Background: an optimization exercise with open tools, aiming at small area, a short achievable clock period and few clock cycles per item. Do not read the settings as production practice. At most, simulation tests tie the RTL to the original design; equivalence was not proved.

// fpm
module fpm(
  input clk,
  input rst,
  input [31:0] number_in,
  input number_a_valid,
  output number_a_ready,
  input number_b_valid,
  output number_b_ready,
  output [31:0] number_out,
  output result_valid
);
Size in the first run: roughly 2100 cells after synthesis, ~250 flip-flops, roughly 20000 um2 of cells after synthesis.
clock: 9.0 ns
lec_check: 0
cap_margin: 20
core_margin: 2
core_utilization: 40
setup_slack_margin: 5
slew_margin: 20
synth_hierarchical: 1
standard.sh (not shown) runs the stock make flow with config.mk's settings and CLKGATE_MAP_FILE= SYNTH_SCRIPT=/design/flow/synth_recipe.tcl, a recipe that flattens the netlist after the stock synthesis.
==> flow/flow/run.sh <==
#!/bin/bash
set -euo pipefail
bash standard.sh SETUP_SLACK_MARGIN=5.5 BUFFER_PORTS_ARGS=-buffer_cell\ sky130_fd_sc_hd__buf_2 CTS_ARGS=-sink_clustering_enable\ -repair_clock_nets\ -dont_use_dummy_load\ -buf_list\ sky130_fd_sc_hd__clkbuf_8\ -sink_clustering_size\ 25 finish > standard.log 2>&1
Next try:
--- a/flow/design.v
+++ b/flow/design.v
@@ -3,23 +3,23 @@
   input clk,
   input rst,
   input [31:0] number_in,
   input number_a_valid,
   output number_a_ready,
   input number_b_valid,
   output number_b_ready,
   output [31:0] number_out,
   output result_valid
 );
   reg phase;             
-  reg nrm_a;             
+  reg nrm_a, nrm_b;      
   reg vx, vy, vz, vw;    
   reg slow;              
   reg rv;
   reg ar_q, br_q;        
   reg [31:0] ra, rb;
   reg        hb;         
   reg [4:0]  k;          
   reg [12:0] mm;         
   reg [36:0] tsn, tcn;   
   reg        c13, stlo;  
   reg [9:0]  s1_e;       
@@ -45,32 +45,31 @@
   wire b_nan = b_max & ~fb0;
   wire a_inf = a_max & fa0;
   wire b_inf = b_max & fb0;
   wire [7:0] ein = number_in[30:23];
   wire in_f0 = ~|number_in[22:0];
   wire in_sub = ~|ein & ~in_f0;
   wire in_spec = (~|ein & in_f0) | &ein;
   wire a_sub = ~ha & ~fa0;
   wire a_spec = a_zero | a_max;
   wire go_a = a_sub & ~in_sub & ~in_spec;
   wire go_b = in_sub & ~a_sub & ~a_spec;
-  wire normalising = nrm_a;
+  wire normalising = nrm_a | nrm_b;
   wire vx_next;
   wire a_fire = number_a_valid & ar_q;
   wire b_fire = number_b_valid & br_q;
-  wire swap = b_fire & go_b;
   assign number_a_ready = ar_q;
   assign number_b_ready = br_q;
   assign result_valid = rv;
   assign number_out = out;
-  assign vx_next = rst & ((b_fire & ~go_a & ~go_b) | (nrm_a & ra[22]));
+  assign vx_next = rst & ((b_fire & ~go_a & ~go_b) | (nrm_a & ra[22]) | (nrm_b & rb[22]));
   wire [23:0] acc_s = ~tsn[36:13] & {24{~vx}};
   wire [23:0] acc_c = ~tcn[36:13] & {24{~vx}};
   wire [36:0] tree_sn, tree_cn;
   wire t1 = ~(mb[0] & mm[0]);
   wire t2 = ~(acc_s[0]);
   wire t3 = ~(acc_c[0]);
   wire t4 = ~(mb[1] & mm[0]);
   wire t5 = ~(mb[0] & mm[1]);
   wire t6 = ~(acc_s[1]);
   wire t7 = ~(acc_c[1]);
   wire t8 = ~(mb[2] & mm[0]);
@@ -968,41 +967,44 @@
   wire busy = vw & ~s2_nan & ~s2_inf & ~s2_zero & le0;
   wire [22:0] mant = sig[24:2];
   wire        inc  = sig[1] & (sig[0] | mant[0]);
   wire [9:0]  fe   = e & {10{sig[25]}};
   wire [32:0] rnd  = {fe, mant} + {32'd0, inc};
   wire        ovf  = rnd[32:23] >= 10'd255;
   wire [31:0] res_w = s2_nan  ? {s2_s, 31'h7fc00000} :
                       s2_zero ? {s2_s, 31'd0} :
                       (s2_inf | ovf) ? {s2_s, 8'hff, 23'd0} :
                       {s2_s, rnd[30:0]};
   wire phase_n = a_fire | (phase & ~b_fire);
-  wire nrm_a_n = b_fire ? (go_a | go_b) : (nrm_a & ~ra[22]);
+  wire nrm_a_n = b_fire ? go_a : (nrm_a & ~ra[22]);
+  wire nrm_b_n = b_fire ? go_b : (nrm_b & ~rb[22]);
   wire [8:0] esum = {1'b0, ea | {7'd0, ~ha}} + {1'b0, eb | {7'd0, ~hb_e}};
   wire slow_set = vx & ((k != 5'd0) | (esum <= 9'd127));
   wire slow_n = slow_set | (slow & ~(vw & ~busy & ~vx & ~vy & ~vz & ~normalising));
   always @(posedge clk) begin
-    if (ar_q | swap)
+    if (ar_q)
       ra <= number_in;
     else if (nrm_a) begin
       ra[22:0] <= {ra[21:0], 1'b0};
       if (ra[22]) ra[30:23] <= 8'd1;
     end
-    if (swap)
-      rb <= ra;
-    else if (phase)
+    if (phase)
       rb <= number_in;
-    if (swap)
-      hb <= 1'b1;
-    else if (phase)
+    else if (nrm_b) begin
+      rb[22:0] <= {rb[21:0], 1'b0};
+      if (rb[22]) rb[30:23] <= 8'd1;
+    end
+    if (phase)
       hb <= |ein;
+    else if (nrm_b & rb[22])
+      hb <= 1'b1;
     if (phase)
       k <= 5'd0;
     else if (normalising)
       k <= k + 5'd1;
     if (vx) begin
       s1_e <= ex;
       s1_s <= (ra[31] ^ rb[31]) & ~(a_nan | b_nan);
       s1_nan <= x_nan;
       s1_inf <= x_inf;
       s1_zero <= x_zero;
     end
@@ -1025,37 +1027,39 @@
       sig <= {1'b0, sig[25:2], sig[1] | sig[0]};
       e <= e + 10'd1;
       le0 <= e[9];
     end
     s2_nan <= s1_nan & ~busy;
     s2_inf <= s1_inf & ~busy;
     s2_zero <= s1_zero & ~busy;
     out <= res_w;
     if (rst == 0) begin
       phase <= 1'b0;
       nrm_a <= 1'b0;
+      nrm_b <= 1'b0;
       vx <= 1'b0;
       vy <= 1'b0;
       vz <= 1'b0;
       vw <= 1'b0;
       slow <= 1'b0;
       rv <= 1'b0;
       ar_q <= 1'b1;      
       br_q <= 1'b0;
     end else begin
       phase <= phase_n;
       nrm_a <= nrm_a_n;
+      nrm_b <= nrm_b_n;
       vx <= vx_next;
       vy <= vx;
       vz <= vy;
       vw <= vz | busy;
       rv <= vw & ~busy;
       slow <= slow_n;
-      ar_q <= ~phase_n & ~nrm_a_n;
+      ar_q <= ~phase_n & ~nrm_a_n & ~nrm_b_n;
       br_q <= phase_n & ~slow_n;
     end
   end
 endmodule
 module fpm_fa(input a, input b, input c, output s, output co);
   assign s = a ^ b ^ c;
   assign co = (a & b) | (a & c) | (b & c);
 endmodule
Outcome:
- The new run completed with no timing, DRC or antenna violations
- worst setup slack improved by 0.038 ns
- cell area went down by about 2%
- die area went down by 0.95%
- synthesized area went down by 0.97%
- count of clock-buffer cells in the layout does not change
- sequential share of layout area went up by 0.59 points
- core utilization hardly moves
Testbench counts after the change, summed over its fixed seeds: cycles 6,440, items 3,200.
The RTL of the first run of this note was laid out without a check of its function.

-- what the ideal ports hide --
In the flow no input, the clock included, has a driving cell. The finished layouts below were timed again as built, in two steps.
Step 1, drivers: a clkbuf_16 drives clk and a buf_2 each remaining input, both assumed.
Step 2 also shifts input and output timing later by t, the mid clock arrival at the registers, as if the neighbouring blocks saw the same clock.
a / b / c = no drivers / after step 1 / after step 2; a / b = the first two.
run | shift t [ns] | setup slack, ns | hold WS [ns] | worst data-port slew with drivers (ns) | cell pins on the clock port's net
the first run | 0.611 | 5.543 / 5.543 / 4.964 | 0.347 / 0.347 / 0.347 | 0.05 | 1
the second run | 0.641 | 5.581 / 5.581 / 5.496 | 0.420 / 0.420 / 0.420 | 0.05 | 1
After both steps every run listed still meets setup and hold. The setup slack of the first run, which loses most, moves by 0.000 ns with the drivers and by -0.579 ns with both steps.
